This design comes from an exercise in tuning for small area and a short achievable clock period on the open sky130 flow, not from production work. At most, simulation tests tie the RTL to the original design; equivalence was not proved. The flow treats the clock pin as an ideal source, which a real chip does not have.

==> run P <==
// pe
module pe (
    input wire clk,
    input wire rst,
    input wire [31:0] a,
    input wire [31:0] b,
    output wire [31:0] c
);
export LEC_CHECK = 0
export ABC_AREA = 1
export CAP_MARGIN = 20
export CORE_MARGIN = 2
export CORE_UTILIZATION = 40
export CTS_BUF_LIST = sky130_fd_sc_hd__clkbuf_8
export CTS_CLUSTER_SIZE = 30
export SETUP_SLACK_MARGIN = 3.9
export SLEW_MARGIN = 75
export SYNTH_HIERARCHICAL = 1
export TNS_END_PERCENT = 0
create_clock -name core_clock -period 9.0 [get_ports {clk}]
standard.sh (not shown) runs the stock make flow with config.mk's settings and CLKGATE_MAP_FILE= SYNTH_SCRIPT=/design/flow/synth_recipe.tcl, a recipe that flattens the netlist after the stock synthesis.
==> flow/flow/run.sh <==
#!/bin/bash
set -euo pipefail
export BUFFER_PORTS_ARGS="-buffer_cell sky130_fd_sc_hd__buf_2"
bash standard.sh > standard.log 2>&1
==> run M: changes against run P <==
==> flow/flow/run.sh (replaced) <==
#!/bin/bash
set -euo pipefail
export BUFFER_PORTS_ARGS="-buffer_cell sky130_fd_sc_hd__buf_2"
export POST_CTS_TCL="$(pwd)/flow/post_cts.tcl"
bash standard.sh > standard.log 2>&1
==> flow/flow/post_cts.tcl (new file) <==
# Second setup repair pass after CTS, then legalize again.
puts "post_cts: second repair_timing pass"
repair_timing -setup -setup_margin $::env(SETUP_SLACK_MARGIN) -repair_tns 0 \
  -match_cell_footprint -verbose
detailed_placement
check_placement -verbose
report_worst_slack -max
SLEW_MARGIN = 20   (was 75)
==> run G: changes against run P <==
SETUP_SLACK_MARGIN = 3.6   (was 3.9)
==> results.txt <==
| quantity | run M | run G | run P |
|---|---|---|---|
| Utilization after layout | 46.2% | 44.9% | 45.7% |
| Placed wire-length estimate | 29300 um | 31100 um | 30500 um |
| Count of vias placed by the detailed router | 10.6k | 10.4k | 10.4k |
| Area growth, synth to finish | 13.2% | 9.90% | 11.9% |
| Number of nets in the layout | 1739 | 1721 | 1731 |
| Final worst clock skew | 0.0145 ns | 0.0106 ns | 0.0159 ns |
| Crit path buffers/inverters | 1 | 3 | 3 |
| H-tree level count | - | 3 | 3 |
| Run status | timing/DRC/antenna clean | timing/DRC/antenna clean | timing/DRC/antenna clean |
| Average vias per placed instance | 5.91 | 5.82 | 5.82 |
| Achievable frequency | 0.196 GHz | 0.188 GHz | 0.194 GHz |
| Area of the multi-input gates | 0.0115 mm2 | 0.0113 mm2 | 0.0114 mm2 |
| GP Congestion | 0.848 | 0.862 | 0.848 |
| Number of design-rule violations left by the first detailed-router iteration | 1352 | 913 | 1271 |
| Slew at the pin closest to its max-slew limit | 0.910 ns | 0.409 ns | 0.371 ns |

==> 05-13 <==
pe again, from the RTL that the note above started with.
clock: 9.0 ns
lec_check: 0
abc_area: 1
cap_margin: 20
core_margin: 2
core_utilization: 40
cts_buf_list: sky130_fd_sc_hd__clkbuf_8
cts_cluster_size: 30
setup_slack_margin: 3.7
slew_margin: 20
synth_hierarchical: 1
tns_end_percent: 0
==> flow/flow/run.sh <==
#!/bin/bash
set -euo pipefail
export BUFFER_PORTS_ARGS="-buffer_cell sky130_fd_sc_hd__buf_2"
export POST_CTS_TCL="$(pwd)/flow/post_cts.tcl"
bash standard.sh > standard.log 2>&1
==> flow/flow/post_cts.tcl <==
# Second setup repair pass after CTS, then legalize again.
puts "post_cts: second repair_timing pass"
repair_timing -setup -setup_margin $::env(SETUP_SLACK_MARGIN) -repair_tns 0 \
  -match_cell_footprint -verbose
detailed_placement
check_placement -verbose
report_worst_slack -max
==> inputs of 06-26, as changes to 05-13 <==
==> flow/flow/run.sh (replaced) <==
#!/bin/bash
set -euo pipefail
export BUFFER_PORTS_ARGS="-buffer_cell sky130_fd_sc_hd__buf_2"
bash standard.sh > standard.log 2>&1
SETUP_SLACK_MARGIN = 3.9   (was 3.7)
removed: flow/flow/post_cts.tcl
==> inputs of 02-04, as changes to 05-13 <==
--- a/flow/design.v
+++ b/flow/design.v
@@ -9,15 +9,15 @@
   wire [32:0] bx = {b, 1'b0};
   wire [15:0] one, two, neg;
   genvar gi;
   generate
     for (gi = 0; gi < 16; gi = gi + 1) begin : enc
       assign one[gi] = bx[2*gi+1] ^ bx[2*gi];
       assign two[gi] = (bx[2*gi+2] & ~bx[2*gi+1] & ~bx[2*gi]) | (~bx[2*gi+2] & bx[2*gi+1] & bx[2*gi]);
-      assign neg[gi] = bx[2*gi+2];
+      assign neg[gi] = bx[2*gi+2] & ~(bx[2*gi+1] & bx[2*gi]);
     end
   endgenerate
   wire [31:0] pp0;
   wire x0 = one[0] & a[0];
   wire e0 = neg[0] & ~x0;
   assign pp0[31:1] = ((a[31:1] & {31{one[0]}}) | (a[30:0] & {31{two[0]}})) ^ {31{neg[0]}};
   assign pp0[0] = x0;
==> flow/flow/run.sh (replaced) <==
#!/bin/bash
set -euo pipefail
export BUFFER_PORTS_ARGS="-buffer_cell sky130_fd_sc_hd__buf_2"
bash standard.sh > standard.log 2>&1
SETUP_SLACK_MARGIN = 3.6   (was 3.7)
removed: flow/flow/post_cts.tcl
==> results.txt <==
05-13 passed the timing, design-rule and antenna checks. 02-04 went through all stages and came out clean. 06-26 produced a clean layout.
Non-clock buffer count: 02-04 < 05-13 < 06-26.
Critical path depth is the same in 02-04 and 06-26.
In 06-26 the via count is higher than in 02-04, by about 4.4%.
Global-route usage, highest first: 06-26, 02-04, 05-13.
The lowest worst setup slack belongs to 02-04, the highest to 06-26.
Core utilization, lowest first: 02-04, 05-13, 06-26.
For 02-04, only the layout was checked, not whether the RTL still works.

## separate check: timing with driven ports
How much do the figures lean on ideal ports? The routed layouts below were timed once more, with nothing changed but the port constraints.
Step 1 (the two cells are an assumption about what drives the block):
set clk [get_ports {clk}]
set_driving_cell -lib_cell sky130_fd_sc_hd__clkbuf_16 $clk
set_driving_cell -lib_cell sky130_fd_sc_hd__buf_2 [delete_from_list [all_inputs] $clk]
Step 2, shift: input delay + t, output delay - t, t = (earliest + latest rising clock arrival at the registers) / 2. This alone moves slack from input paths to output paths.
Three values: ideal ports, drivers, drivers and shift; two values: the first two.
run | shift t [ns] | slack for setup (ns) | hold WS [ns] | clock arrival spread, ns | worst slew at a driven data input, ns
run P | 0.426 | 3.846 / 3.752 / 3.326 | 0.536 / 0.536 / 0.536 | 0.022 / 0.022 | 0.16
run M | 0.424 | 3.894 / 3.836 / 3.411 | 0.525 / 0.525 / 0.525 | 0.019 / 0.019 | 0.17
run G | 0.428 | 3.672 / 3.673 / 3.245 | 0.532 / 0.532 / 0.532 | 0.013 / 0.012 | 0.06
05-13 | 0.434 | 3.700 / 3.685 / 3.251 | 0.526 / 0.526 / 0.526 | 0.011 / 0.011 | 0.09
06-26 | 0.428 | 3.885 / 3.765 / 3.337 | 0.527 / 0.527 / 0.527 | 0.021 / 0.021 | 0.17
02-04 | 0.427 | 3.603 / 3.629 / 3.202 | 0.516 / 0.516 / 0.516 | 0.021 / 0.021 | 0.05
After both steps setup and hold are still met in every run listed. The setup slack of 06-26, which loses most, moves by -0.120 ns with the drivers and by -0.548 ns with both steps.
